What follows belongs to an exercise in optimizing a design on an open flow for small area; a production flow would make more cautious choices.
Only simulation tests tie the RTL to the original design; equivalence was not proved.
No activity file was given, so power comes from the tool's default toggle rates.

==> flow/design.v <==
`timescale 1ns / 1ps
module keycheck(
    input clk,
    input rst_n,
    input key,
    output reg key_v
);
    reg [2:0] key_cnt;
    always @(posedge clk or negedge rst_n) begin
        if (!rst_n)
            key_cnt <= 3'b000;
        else
            key_cnt <= {key_cnt[1:0], key};
    end
    always @(posedge clk or negedge rst_n) begin
        if (!rst_n)
            key_v <= 1'b0;
        else if (key_cnt == 3'b110)
            key_v <= 1'b1;
        else
            key_v <= 1'b0;
    end
endmodule
`timescale 1ns / 1ps
module snack_control(
    input clk,
    input rst_n,
    input key_r,
    input key_l,
    input key_u,
    input key_d,
    input [9:0] box_x,
    input [8:0] box_y,
    input [9:0] x_pos,
    input [8:0] y_pos,
    input [1:0] speed_mode,
    output reg drive,
    output  snack_r,
    output snake_head
    );
    wire key_r1;
    wire key_l1;
    wire key_u1;
    wire key_d1;
    reg [1:0] dir; 
    parameter right = 2'd0;
    parameter left = 2'd1;
    parameter up = 2'd2;
    parameter down = 2'd3;
    keycheck r_keycheck(
        .clk(clk),
        .rst_n(rst_n),
        .key(key_r),
        .key_v(key_r1)
    );
    keycheck l_keycheck(
        .clk(clk),
        .rst_n(rst_n),
        .key(key_l),
        .key_v(key_l1)
    );
    keycheck u_keycheck(
        .clk(clk),
        .rst_n(rst_n),
        .key(key_u),
        .key_v(key_u1)
    );
    keycheck d_keycheck(
        .clk(clk),
        .rst_n(rst_n),
        .key(key_d),
        .key_v(key_d1)
    );
    always @(posedge clk or negedge rst_n)
        if (!rst_n) dir <= right;
        else if (key_r1 && dir != left) dir <= right;
        else if (key_l1 && dir != right) dir <= left;
        else if (key_u1 && dir != down) dir <= up;
        else if (key_d1 && dir != up) dir <= down;
    reg [9:0] snack_x[19:0];
    reg [8:0] snack_y[19:0];
    reg [20:0] cnt_m; 
    reg [20:0]update_time;
    always @( posedge clk or negedge rst_n) begin
    if(!rst_n)
        update_time = 19'd4200;
      else begin
         case (speed_mode)
         2'b00: update_time <= 20'd6200;  
         2'b01: update_time <= 20'd4200;  
         2'b10: update_time <= 20'd3200;  
         endcase
        end
    end
     reg fin;
    always @(posedge clk or negedge rst_n)
        if (!rst_n) cnt_m <= 19'd0;
        else if (fin) cnt_m <= 19'd0;
        else if (cnt_m == update_time) cnt_m <= 19'd0;
        else cnt_m <= cnt_m + 19'd1;
    always @(posedge clk or negedge rst_n)
        if (!rst_n) begin
            snack_x[0] <= 10'd400;
            snack_y[0] <= 10'd300;
        end else if (cnt_m == update_time)
            case (dir)
                right: if (snack_x[0] >= 10'd799) snack_x[0] <= 10'd0;
                       else snack_x[0] <= snack_x[0] + 10'd5;
                left: if (snack_x[0] == 10'd0) snack_x[0] <= 10'd799;
                      else snack_x[0] <= snack_x[0] - 10'd5;
                up: if (snack_y[0] >= 10'd599) snack_y[0] <= 10'd0;
                    else snack_y[0] <= snack_y[0] + 10'd5;
                down: if (snack_y[0] == 10'd0) snack_y[0] <= 10'd599;
                      else snack_y[0] <= snack_y[0] - 10'd5;
            endcase
    always @(posedge clk or negedge rst_n)
        if (!rst_n) begin
            snack_x[1] <= 10'd0;
            snack_y[1] <= 10'd0;
            snack_x[2] <= 10'd0;
            snack_y[2] <= 10'd0;
            snack_x[3] <= 10'd0;
            snack_y[3] <= 10'd0;
            snack_x[4] <= 10'd0;
            snack_y[4] <= 10'd0;
            snack_x[5] <= 10'd0;
            snack_y[5] <= 10'd0;
            snack_x[6] <= 10'd0;
            snack_y[6] <= 10'd0;
            snack_x[7] <= 10'd0;
            snack_y[7] <= 10'd0;
            snack_x[8] <= 10'd0;
            snack_y[8] <= 10'd0;
            snack_x[9] <= 10'd0;
            snack_y[9] <= 10'd0;
            snack_x[10] <= 10'd0;
            snack_y[10] <= 10'd0;
            snack_x[11] <= 10'd0;
            snack_y[11] <= 10'd0;
            snack_x[12] <= 10'd0;
            snack_y[12] <= 10'd0;
            snack_x[13] <= 10'd0;
            snack_y[13] <= 10'd0;
            snack_x[14] <= 10'd0;
            snack_y[14] <= 10'd0;
            snack_x[15] <= 10'd0;
            snack_y[15] <= 10'd0;
            snack_x[16] <= 10'd0;
            snack_y[16] <= 10'd0;
            snack_x[17] <= 10'd0;
            snack_y[17] <= 10'd0;
            snack_x[18] <= 10'd0;
            snack_y[18] <= 10'd0;
            snack_x[19] <= 10'd0;
            snack_y[19] <= 10'd0;
        end else if (cnt_m == update_time) begin
            snack_x[1] <= snack_x[0];
            snack_y[1] <= snack_y[0];
            snack_x[2] <= snack_x[1];
            snack_y[2] <= snack_y[1];
            snack_x[3] <= snack_x[2];
            snack_y[3] <= snack_y[2];
            snack_x[4] <= snack_x[3];
            snack_y[4] <= snack_y[3];
            snack_x[5] <= snack_x[4];
            snack_y[5] <= snack_y[4];
            snack_x[6] <= snack_x[5];
            snack_y[6] <= snack_y[5];
            snack_x[7] <= snack_x[6];
            snack_y[7] <= snack_y[6];
            snack_x[8] <= snack_x[7];
            snack_y[8] <= snack_y[7];
            snack_x[9] <= snack_x[8];
            snack_y[9] <= snack_y[8];
            snack_x[10] <= snack_x[9];
            snack_y[10] <= snack_y[9];
            snack_x[11] <= snack_x[10];
            snack_y[11] <= snack_y[10];
            snack_x[12] <= snack_x[11];
            snack_y[12] <= snack_y[11];
            snack_x[13] <= snack_x[12];
            snack_y[13] <= snack_y[12];
            snack_x[14] <= snack_x[13];
            snack_y[14] <= snack_y[13];
            snack_x[15] <= snack_x[14];
            snack_y[15] <= snack_y[14];
            snack_x[16] <= snack_x[15];
            snack_y[16] <= snack_y[15];
            snack_x[17] <= snack_x[16];
            snack_y[17] <= snack_y[16];
            snack_x[18] <= snack_x[17];
            snack_y[18] <= snack_y[17];
            snack_x[19] <= snack_x[18];
            snack_y[19] <= snack_y[18];
        end
    reg [4:0] length;
    always @(posedge clk or negedge rst_n)
        if (!rst_n) begin
            length <= 5'd1;
            drive <= 1'd0;
        end else if (drive) drive <= 1'd0;
        else if (snack_x[0] >= box_x-10'd10&&snack_x[0]<=box_x+10'd10 && snack_y[0] >= box_y-10'd10&&snack_y[0]<=box_y+10'd10) begin
            drive <= 1'd1;
            if (length < 5'd20) length <= length + 5'd1;
            else length <= length;
        end
    always @(posedge clk or negedge rst_n)
        if (!rst_n) fin <= 1'b0;
        else if ((snack_x[0] == snack_x[1] && snack_y[0] == snack_y[1]) ||
                 (snack_x[0] == snack_x[2] && snack_y[0] == snack_y[2]) ||
                 (snack_x[0] == snack_x[3] && snack_y[0] == snack_y[3]) ||
                 (snack_x[0] == snack_x[4] && snack_y[0] == snack_y[4]) ||
                 (snack_x[0] == snack_x[5] && snack_y[0] == snack_y[5]) ||
                 (snack_x[0] == snack_x[6] && snack_y[0] == snack_y[6]) ||
                 (snack_x[0] == snack_x[7] && snack_y[0] == snack_y[7]) ||
                 (snack_x[0] == snack_x[8] && snack_y[0] == snack_y[8]) ||
                 (snack_x[0] == snack_x[9] && snack_y[0] == snack_y[9]) ||
                 (snack_x[0] == snack_x[10] && snack_y[0] == snack_y[10]) ||
                 (snack_x[0] == snack_x[11] && snack_y[0] == snack_y[11]) ||
                 (snack_x[0] == snack_x[12] && snack_y[0] == snack_y[12]) ||
                 (snack_x[0] == snack_x[13] && snack_y[0] == snack_y[13]) ||
                 (snack_x[0] == snack_x[14] && snack_y[0] == snack_y[14]) ||
                 (snack_x[0] == snack_x[15] && snack_y[0] == snack_y[15]) ||
                 (snack_x[0] == snack_x[16] && snack_y[0] == snack_y[16]) ||
                 (snack_x[0] == snack_x[17] && snack_y[0] == snack_y[17]) ||
                 (snack_x[0] == snack_x[18] && snack_y[0] == snack_y[18]) ||
                 (snack_x[0] == snack_x[19] && snack_y[0] == snack_y[19] )) fin <= 1'b1;
                      assign snack_r = (
                (x_pos >= snack_x[1]-10'd10 && x_pos <= snack_x[1]+10'd10)&&(y_pos >= snack_y[1]-10'd10 && y_pos <= snack_y[1]+10'd10)&&length > 5'd1)||
                ((x_pos >= snack_x[2]-10'd10 && x_pos <= snack_x[2]+10'd10)&&(y_pos >= snack_y[2]-10'd10 && y_pos <= snack_y[2]+10'd10)&&length > 5'd2)||
                ((x_pos >= snack_x[3]-10'd10 && x_pos <= snack_x[3]+10'd10)&&(y_pos >= snack_y[3]-10'd10 && y_pos <= snack_y[3]+10'd10)&&length > 5'd3)||
                ((x_pos >= snack_x[4]-10'd10 && x_pos <= snack_x[4]+10'd10)&&(y_pos >= snack_y[4]-10'd10 && y_pos <= snack_y[4]+10'd10)&&length > 5'd4)||
                ((x_pos >= snack_x[5]-10'd10 && x_pos <= snack_x[5]+10'd10)&&(y_pos >= snack_y[5]-10'd10 && y_pos <= snack_y[5]+10'd10)&&length > 5'd5)||
                ((x_pos >= snack_x[6]-10'd10 && x_pos <= snack_x[6]+10'd10)&&(y_pos >= snack_y[6]-10'd10 && y_pos <= snack_y[6]+10'd10)&&length > 5'd6)||
                ((x_pos >= snack_x[7]-10'd10 && x_pos <= snack_x[7]+10'd10)&&(y_pos >= snack_y[7]-10'd10 && y_pos <= snack_y[7]+10'd10)&&length > 5'd7)||
                ((x_pos >= snack_x[8]-10'd10 && x_pos <= snack_x[8]+10'd10)&&(y_pos >= snack_y[8]-10'd10 && y_pos <= snack_y[8]+10'd10)&&length > 5'd8)||
                ((x_pos >= snack_x[9]-10'd10 && x_pos <= snack_x[9]+10'd10)&&(y_pos >= snack_y[9]-10'd10 && y_pos <= snack_y[9]+10'd10)&&length > 5'd9)||
                ((x_pos >= snack_x[10]-10'd10 && x_pos <= snack_x[10]+10'd10)&&(y_pos >= snack_y[10]-10'd10 && y_pos <= snack_y[10]+10'd10)&&length > 5'd10)||
                ((x_pos >= snack_x[11]-10'd10 && x_pos <= snack_x[11]+10'd10)&&(y_pos >= snack_y[11]-10'd10 && y_pos <= snack_y[11]+10'd10)&&length > 5'd11)||
                ((x_pos >= snack_x[12]-10'd10 && x_pos <= snack_x[12]+10'd10)&&(y_pos >= snack_y[12]-10'd10 && y_pos <= snack_y[12]+10'd10)&&length > 5'd12)||
                ((x_pos >= snack_x[13]-10'd10 && x_pos <= snack_x[13]+10'd10)&&(y_pos >= snack_y[13]-10'd10 && y_pos <= snack_y[13]+10'd10)&&length > 5'd13)||
                ((x_pos >= snack_x[14]-10'd10 && x_pos <= snack_x[14]+10'd10)&&(y_pos >= snack_y[14]-10'd10 && y_pos <= snack_y[14]+10'd10)&&length > 5'd14)||
                ((x_pos >= snack_x[15]-10'd10 && x_pos <= snack_x[15]+10'd10)&&(y_pos >= snack_y[15]-10'd10 && y_pos <= snack_y[15]+10'd10)&&length > 5'd15)||
                ((x_pos >= snack_x[16]-10'd10 && x_pos <= snack_x[16]+10'd10)&&(y_pos >= snack_y[16]-10'd10 && y_pos <= snack_y[16]+10'd10)&&length > 5'd16)||
                ((x_pos >= snack_x[17]-10'd10 && x_pos <= snack_x[17]+10'd10)&&(y_pos >= snack_y[17]-10'd10 && y_pos <= snack_y[17]+10'd10)&&length > 5'd17)||
                ((x_pos >= snack_x[18]-10'd10 && x_pos <= snack_x[18]+10'd10)&&(y_pos >= snack_y[18]-10'd10 && y_pos <= snack_y[18]+10'd10)&&length > 5'd18)||
                ((x_pos >= snack_x[19]-10'd10 && x_pos <= snack_x[19]+10'd10)&&(y_pos >= snack_y[19]-10'd10 && y_pos <= snack_y[19]+10'd10)&&length > 5'd19);
                  assign snake_head=((x_pos >= snack_x[0]-10'd10 && x_pos <= snack_x[0]+10'd10)&&(y_pos >= snack_y[0]-10'd10 && y_pos <= snack_y[0]+10'd10));
endmodule
`timescale 1ns / 1ps
module random(
    input clk,
    input rst_n,
    output reg [8:0] rand_num
    );
    always @(posedge clk or negedge rst_n)
        if (!rst_n) rand_num <= 9'd132;
        else begin
            rand_num[0] <= rand_num[8];
            rand_num[1] <= rand_num[0];
            rand_num[2] <= rand_num[1];
            rand_num[3] <= rand_num[2];
            rand_num[4] <= rand_num[3] ^ rand_num[8];
            rand_num[5] <= rand_num[4] ^ rand_num[8];
            rand_num[6] <= rand_num[5] ^ rand_num[8];
            rand_num[7] <= rand_num[6];
            rand_num[8] <= rand_num[7];
            if (rand_num > 9'd240)
                rand_num <= rand_num % 9'd240;
        end
endmodule
`timescale 1ns / 1ps
module box_create(
    input clk,
    input rst_n,
    input [8:0] rand_num,
    input rand_drive,
    output reg [9:0] rand_x,
    output reg [9:0] rand_y
    );
    reg flag;
    always @(posedge clk or negedge rst_n)
        if (!rst_n) begin
            rand_x <= 9'd300;
            rand_y <= 9'd300;
            flag <= 1'b0;
        end else if (rand_drive) begin
            flag <= 1'b1;
            rand_x <= rand_num;
        end else if (flag == 1'b1) begin
            rand_y <= rand_num;
            flag <= 1'b0;
        end
endmodule
`timescale 1ns / 1ps
module random_box(
    input clk,
    input rst_n,
    input drive,
    output wire [9:0] box_x,
    output wire [9:0] box_y
    );
    wire [8:0] rand_num;
    random U1_random(
        .clk(clk),
        .rst_n(rst_n),
        .rand_num(rand_num)
    );
    wire [9:0] rand_x;
    wire [9:0] rand_y;
    box_create U1_box_create(
        .clk(clk),
        .rst_n(rst_n),
        .rand_num(rand_num),
        .rand_drive(drive),
        .rand_x(rand_x),
        .rand_y(rand_y)
    );
    assign box_x = rand_x;
    assign box_y = rand_y;
endmodule
`timescale 1ns / 1ps
module PS2(
	input clk, rst,
	input ps2_clk, ps2_data,
	output reg up, left, right, down
	);
reg ps2_clk_falg0, ps2_clk_falg1, ps2_clk_falg2;
wire negedge_ps2_clk = !ps2_clk_falg1 & ps2_clk_falg2;
reg negedge_ps2_clk_shift;
reg [9:0] data;
reg data_break, data_done, data_expand;
reg[7:0]temp_data;
reg[3:0]num;
always@(posedge clk or posedge rst)begin
	if(rst)begin
		ps2_clk_falg0<=1'b0;
		ps2_clk_falg1<=1'b0;
		ps2_clk_falg2<=1'b0;
	end
	else begin
		ps2_clk_falg0<=ps2_clk;
		ps2_clk_falg1<=ps2_clk_falg0;
		ps2_clk_falg2<=ps2_clk_falg1;
	end
end
always@(posedge clk or posedge rst)begin
	if(rst)
		num<=4'd0;
	else if (num==4'd11)
		num<=4'd0;
	else if (negedge_ps2_clk)
		num<=num+1'b1;
end
always@(posedge clk)begin
	negedge_ps2_clk_shift<=negedge_ps2_clk;
end
always@(posedge clk or posedge rst)begin
	if(rst)
		temp_data<=8'd0;
	else if (negedge_ps2_clk_shift)begin
		case(num)
			4'd2 : temp_data[0]<=ps2_data;
			4'd3 : temp_data[1]<=ps2_data;
			4'd4 : temp_data[2]<=ps2_data;
			4'd5 : temp_data[3]<=ps2_data;
			4'd6 : temp_data[4]<=ps2_data;
			4'd7 : temp_data[5]<=ps2_data;
			4'd8 : temp_data[6]<=ps2_data;
			4'd9 : temp_data[7]<=ps2_data;
			default: temp_data<=temp_data;
		endcase
	end
	else temp_data<=temp_data;
end
always@(posedge clk or posedge rst)begin
	if(rst)begin
		data_break<=1'b0;
		data<=10'd0;
		data_done<=1'b0;
		data_expand<=1'b0;
	end
	else if(num==4'd11)begin
		if(temp_data==8'hE0)begin
			data_expand<=1'b1;
		end
		else if(temp_data==8'hF0)begin
			data_break<=1'b1;
		end
		else begin
			data<={data_expand,data_break,temp_data};
			data_done<=1'b1;
			data_expand<=1'b0;
			data_break<=1'b0;
		end
	end
	else begin
		data<=data;
		data_done<=1'b0;
		data_expand<=data_expand;
		data_break<=data_break;
	end
end
always @(posedge clk or posedge rst) begin
	if (rst) begin
		up <= 1'b0; left <= 1'b0; right <= 1'b0; down <= 1'b0;
	end
	else case (data)
        10'h275:down <= 1;
        10'h375:down <= 0;
        10'h26B:left <= 1;
        10'h36B:left <= 0;
        10'h274:right <= 1;
        10'h374:right <= 0;
        10'h272:up<=1;
        10'h372:up<=0;
    endcase
end
endmodule
`timescale 1ns / 1ps
module VGA(
	input clk,                    
	input rst,
	input [11:0]Din,			 
	output reg [8:0]row,		 
	output reg [9:0]col,		 
	output reg rdn,			 
	output reg [3:0]R, G, B, 
	output reg HS, VS			 
   );
reg [9:0] h_count;  
	always @ (posedge clk) begin
		if (rst)  h_count <= 10'h0;
		else if  (h_count == 10'd799)
					 h_count <= 10'h0;
			  else h_count <= h_count + 10'h1;
	end
reg [9:0] v_count;  
	always @ (posedge clk or posedge rst) begin
		if (rst)  v_count <= 10'h0;
		else if  (h_count == 10'd799) begin
					if (v_count == 10'd524) v_count <= 10'h0;
					else v_count <= v_count + 10'h1;
		end
	end
wire	[9:0] row_addr = v_count - 10'd35;		 
wire	[9:0] col_addr = h_count - 10'd143;		 
wire			h_sync = (h_count > 10'd95);		 
wire			v_sync = (v_count > 10'd1);		 
wire			read   = (h_count > 10'd142) &&	 
							(h_count < 10'd783) &&	 
							(v_count > 10'd34)  &&	 
							(v_count < 10'd525);		 
always @ (posedge clk) begin
	row <= row_addr[8:0];	 
	col <= col_addr;			 
	rdn <= ~read;				 
	HS  <= h_sync;				 
	VS  <= v_sync;				 
	R   <= rdn ? 4'h0 : Din[3:0];		 
	G	 <= rdn ? 4'h0 : Din[7:4];		 
	B	 <= rdn ? 4'h0 : Din[11:8];	 
end
endmodule
`timescale 1ns / 1ps
module draw_snake(
    input clk,
    input rdn,
    input [8:0] row,
    input [9:0] col,
    input rst_n,
    input [9:0] box_x,
    input [8:0] box_y,
    output reg [11:0] pixel,
    input snake_r,
    input snake_head
    );
    parameter RED = 12'b0000_0000_1111;
    parameter GREEN = 12'b0000_1111_0000;
    parameter BLUE = 12'b1111_0000_0000;
    parameter YELLOW = 12'b0000_1111_1111;
    always @(posedge clk ) begin
        if (rst_n==0) pixel <= YELLOW;
        else if (!rdn) begin 
        if(snake_head) pixel<=YELLOW;
          else  if (snake_r) pixel <= GREEN; 
            else if (col >= box_x-10'd10 &&col<=box_x+10'd10 && row>=box_y-10'd10&& row<=box_y+10'd10) pixel <= RED; 
            else pixel <= 12'h000; 
        end
    end
endmodule
`timescale 1ns / 1ps
module Bpmusic(
input key,
input clk,
output reg beep
);
reg [15:0] cnt;
reg [15:0] prediv;
reg [12:0] delay;
always @(posedge clk) begin
if (key == 1'b1) begin
	beep <= 1'b0;
	delay <= 13'd0;
	cnt <= 16'd0;
	prediv <= 16'hBA9E;
end
else begin
	cnt <= cnt + 1'b1;
	if (cnt == prediv) begin
		beep <= ~beep;
		cnt <= 0;
		delay <= delay +1'b1;
		case(delay)
			13'd1000:prediv <= 16'hA648;
			13'd2000:prediv <= 16'h941F;
			13'd3000:prediv <= 16'h8BCF;
			13'd4000:prediv <= 16'h7C90;
			13'd5000:prediv <= 16'h6EFA;
			13'd6000:prediv <= 16'h62DD;
			13'd7000:begin
				prediv <= 16'hBA9E;
				delay <= 13'd0;
				end
			default : prediv <= prediv;
			endcase
	end
end 
end
endmodule
`timescale 1ns / 1ps
module snack(
    input ps2_data,
    input ps2_clk,
    input clk,
    input [1:0] speed_mode,
    input rst_n,
    input key,
    output hsync,
    output vsync,
    output beep,
    output [3:0] vga_r,
    output [3:0] vga_g,
    output [3:0] vga_b
    );
    wire key_r,key_l,key_u,key_d;
    PS2 ps2(.clk(clk),.rst(!rst_n),.ps2_clk(ps2_clk),.ps2_data(ps2_data),.up(key_u),.left(key_l),.right(key_r),.down(key_d));
    wire [9:0] col;
    wire [8:0] row;
    wire [9:0] box_x;
    wire [8:0] box_y;
    wire drive;
    wire snake_r;
    wire snake_head;
    snack_control u1_snack_control(
        .clk(clk),
        .rst_n(rst_n),
        .key_r(key_r),
        .key_l(key_l),
        .key_u(key_u),
        .key_d(key_d),
        .box_x(box_x),
        .box_y(box_y),
        .x_pos(col),
        .y_pos(row),
        .speed_mode(speed_mode),
        .drive(drive),
        .snack_r(snake_r),
        .snake_head(snake_head)
                  );
    random_box u1_random_box(
        .clk(clk),
        .rst_n(rst_n),
        .drive(drive), 
        .box_x(box_x), 
        .box_y(box_y)
    );
    wire [11:0] pixel;
    wire rdn;
    reg control_signal;
    wire [3:0]vga_r1;
    wire [3:0]vga_g1;
    wire [3:0]vga_b1;
    wire hsync1;
    wire vsync1;
    wire [3:0]vga_r2;
    wire [3:0]vga_g2;
    wire [3:0]vga_b2;
    wire hsync2;
    wire vsync2;
    VGA vga0(
        .clk(clk),
        .rst(!rst_n),
        .R(vga_r1),
        .G(vga_g1),
        .B(vga_b1),
        .HS(hsync1),
        .VS(vsync1),
        .row(row),
        .col(col),
        .rdn(rdn),
        .Din(pixel)
    );
    assign vga_r2 = 4'h0;
    assign vga_g2 = 4'h0;
    assign vga_b2 = 4'h0;
    assign hsync2 = 1'b0;
    assign vsync2 = 1'b0;
    draw_snake draw(
        .clk(clk),
        .rdn(rdn),
        .row(row),
        .col(col),
        .rst_n(rst_n),
        .box_x(box_x),
        .box_y(box_y),
        .pixel(pixel),
        .snake_r(snake_r),
        .snake_head(snake_head)
    );
    always @(posedge clk or negedge rst_n) begin
        if (!rst_n) begin
            control_signal <= 1'b0;  
        end else begin
            control_signal <=1'b1;
        end
    end
    assign vga_r = control_signal ? vga_r1 : vga_r2;
    assign vga_g = control_signal ? vga_g1 : vga_g2;
    assign vga_b = control_signal ? vga_b1 : vga_b2;
    assign hsync = control_signal ? hsync1 : hsync2;
    assign vsync = control_signal ? vsync1 : vsync2;
    Bpmusic music (
    .clk(clk),
    .key(key),
    .beep(beep)
    );
endmodule
==> flow/run.sh <==
#!/bin/bash
# synth_recipe.tcl (not shown) runs the flow's synth.tcl, then flattens the netlist and writes it again
# the make line also repeats each setting of config.mk as NAME=value (left out here)
make -C /OpenROAD-flow-scripts/flow DESIGN_CONFIG=/design/flow/config.mk WORK_HOME=/design/flow/orfs CLKGATE_MAP_FILE= SYNTH_SCRIPT=/design/flow/synth_recipe.tcl finish
==> flow/config.mk <==
export PLATFORM = sky130hd
export DESIGN_NAME = snack
export DESIGN_NICKNAME = snack
export VERILOG_FILES = /design/flow/design.v
export SDC_FILE = /design/flow/constraint.sdc
export NUM_CORES = 4
export LEC_CHECK = 0
export CAP_MARGIN = 20
export CORE_MARGIN = 2
export CORE_UTILIZATION = 40
export SLEW_MARGIN = 20
==> flow/constraint.sdc <==
create_clock -name core_clock -period 40.0 [get_ports {clk}]
set_input_delay 8.0000 -clock core_clock [delete_from_list [all_inputs] [get_ports {clk}]]
set_output_delay 8.0000 -clock core_clock [all_outputs]
set_load 0.01 [all_outputs]
==> results.ini <==
[setup_path]
rrSetupSlack_ps=35260
path_class=primary input to async pin
critPathCaptureType=async pin
critPathArrivalTime_ps=10850
rr_endpoint=draw.pixel[6]$_SDFFE_PN1N_
r2r-start=u1_snack_control.snack_x[12][1]$_DFFE_PN0P_
reg2regPathDepth=15
start_kind=primary input
required_ps=40680
crit_path_max_fanout=92

[yosys]
syn_area_um2=54980
yosys_warnings=12
synth-edff-count=0
yosys.area.top_type=dfrtp_1
ys_seq_area_share_pct=25.87
synth_top_flop_cell=dfrtp_1
synth_area_leaders=dfrtp_1 22%, ha_1 20%, nand2_1 8.2%, xor2_1 8.0%, xnor2_1 7.9%
synth_seq_cells=584
syn_area_per_cell_um2=8.209
async_flop_share_pct=85.79
netlist.area_leader.share_pct=21.89
netlist-cell-type-count=87
synth.most_common_cell=nand2_1
synth_commonest_cells=1204 x nand2_1, 868 x ha_1, 503 x xor2_1
synthCells=6698

[sta]
finalSetupViolations=0
hold_violations=0
period_share_pct=25.44
skew_ps=34.77
fmax_ghz=0.09827
max-slew-margin-rel_pct=28.57
grt_setup_unrepaired=false
fin_crit_ps=10180
tns_ps=0
tightest_slew_ps=1071
post-route-worst-setup-slack_ps=29820
holdWs_ps=360.3
maxSlewViolCount=0

[floorplanning]
dieHeight_um=374.8
die_area_um2=140400
core_um2=137000
rows=136
die_w_um=374.8
pin_count=22
start_util_pct=40.14

[clock_tree]
post_cts_buffers=0
htreeDepth=3
root_buffer=clkbuf_16
cts_sinks=584
path_clk_slew_ps=60
clk_latency_ps=660
cts_max_path_buffers=3
cts_hold_buf=0
cts_buffers=73
cts_tree=yes
cts_resized=0

[place]
gp_congestion=0.9175
hpwl_um=116700
dp_slack_ps=28980
portBuffers=17

[cells_and_area]
diodes=0
syn2layout_area_growth_pct=7.018
final_nets=7295
final_util_pct=42.96
drive_gt1_share_pct=4.646
nFillCells=13490

[min_path]
holdCritPathClass=flip-flop to flip-flop
hold_path_end=ps2.ps2_clk_falg1$_DFF_PN0_
hold_path.startpoint=ps2.ps2_clk_falg0$_DFF_PN0_
worstHoldPathCells=0

[run]
maxCapViolations=0

[detailed_routing]
drtIter0Drc=4065
vias=47610
ant_nets=0
wire_per_inst_um=21.15
drt_first_pass_iters=5
wl_um=175000
viasPerCell=5.755
post-route-drc-count=0

[global_route]
grt_max_degree=194
grt.overflow.total=0
grt_usage_pct=24.54
grt_pass1_vias=46490
antenna_found_initial=3
grt_pass1_wl_um=272200

[outcome]
outcome=timing/DRC/antenna clean

[pwr]
peakVddDrop_mv=0.03427
power_leakage_nw=27.50
p_per_area_nw_per_um2=29.24

==> per-layer routing <==
layer	track usage (%)	share of wire, %
met2	39.80	45
met5	0	0
met3	2.793	6.3
met4	10.19	4.4
met1	33.08	45
==> placed cells by master, fill, tap and decap left out, types with 15 or more instances in the layout <==
master / count
and3_1: 51
nand3_1: 141
a21oi_1: 251
clkdlybuf4s50_1: 16
o2111ai_1: 48
o21ai_0: 381
or4_1: 29
a211oi_1: 49
nand2b_1: 52
dfxtp_1: 66
clkbuf_16: 75
buf_4: 71
xor2_1: 503
a31oi_1: 31
o21a_1: 42
nor3_1: 110
nor3b_1: 15
nor2_1: 366
nor2b_1: 78
o22ai_1: 21
dfxtp_2: 15
a2111oi_0: 33
mux2_2: 39
inv_1: 225
dfstp_2: 20
o211ai_1: 38
o31ai_1: 23
nand2_1: 1204
ha_1: 868
dfrtp_1: 469
nor4_1: 111
a21o_1: 89
xnor2_1: 499
nand4_1: 164
==> area by class of cell <==
cell class                 count  area [um^2]  area share [%]
tap                         1794         2245           3.815
clock buffer                  97         2079           3.534
clock inverter                37        480.5          0.8165
timing repair buffer          89        728.2           1.238
multi-input combinational   5444        38190           64.90
inverter                     228        855.8           1.454
sequential                   584        14260           24.24
==> worst max-delay path, stage by stage <==
cell and delay [ps]:
buf_8 500, buf_4 690, buf_4 750, buf_4 740
==> state kept, by name, summed over array words and instances, names as in the netlist, 4 cells and up <==
register and flops:
u1_snack_control.snack_x 200, u1_snack_control.snack_y 180, u1_snack_control.cnt_m 21, music.cnt 16, music.prediv 16, music.delay 13, ps2.data 10, vga0.col 10
vga0.h_count 10, vga0.v_count 10, u1_random_box.U1_box_create.rand_x 9, u1_random_box.U1_box_create.rand_y 9, u1_random_box.U1_random.rand_num 9, vga0.row 9, ps2.temp_data 8, u1_snack_control.length 5
u1_snack_control.update_time 5, ps2.num 4
==> per-stage QoR <==
| step | instance area, um^2 | instances | total power [mW] |
|---|---|---|---|
| finish | 58840 | 8273 | 1.720 |
| global route | 58840 | 8273 | 1.793 |
| CTS | 58840 | 8273 | 1.730 |
| detailed placement | 56280 | 8139 | 1.014 |
| global placement | 56280 | 8139 | 1.007 |
| floorplan | 54990 | 6701 | 0.8821 |
==> logic make-up after synthesis <==
kind of cell	count (synthesis)	synth area share, %
multiplexers	45	0.9080
other	2	0.01366
adder cells (fa/ha/maj)	868	19.75
AND/OR/NAND/NOR	2393	19.84
AO/OA/AOI/OAI	1131	12.94
buffers and inverters	673	4.715
XOR/XNOR	1002	15.96
flip-flops	584	25.87
==> worst max path at each step <==
stage	startpoint	endpoint	depth (start not counted)
final	rst_n	u1_snack_control.snack_x[7][3]$_DFFE_PN0P_	4
after global routing	rst_n	u1_snack_control.snack_x[6][4]$_DFFE_PN0P_	4
after CTS	rst_n	u1_snack_control.snack_x[4][2]$_DFFE_PN0P_	4
after detailed placement	rst_n	u1_snack_control.snack_x[7][4]$_DFFE_PN0P_	4
after global placement	rst_n	u1_snack_control.snack_x[7][4]$_DFFE_PN0P_	4
after floorplan	key	music.cnt[10]$_SDFF_PP0_	5
==> power breakdown <==
part,total [mW],internal (mW),switching (mW)
clock,0.710,0.422,0.288
sequential,0.643,0.611,0.0324
combinational,0.367,0.137,0.231

## afterwards: timing with drivers on the ports
The flow's constraints put no driver on any port. The routed layout listed below was extracted and timed again, unchanged, in two steps. Step 1: set_driving_cell puts a clkbuf_16 on clk and a buf_2 on each other input, an assumption about the parent block. Step 2 adds t to the input delays and takes it off the output delays; t is the mean of the earliest and latest rising clock arrival at the registers after step 1. Input paths then give back, and output paths get back, about the clock's delay inside the block. Slacks: no drivers / after step 1 / after step 2; pairs: no drivers / after step 1.
shift t [ns]: 0.711
setup slack, ns: 29.824 / 29.844 / 29.133
worst setup path at the end: input, reset recovery
After both steps this run still meets setup and hold. The setup slack of this run moves by +0.020 ns with the drivers and by -0.691 ns with both steps. Setup slack includes reset recovery checks.
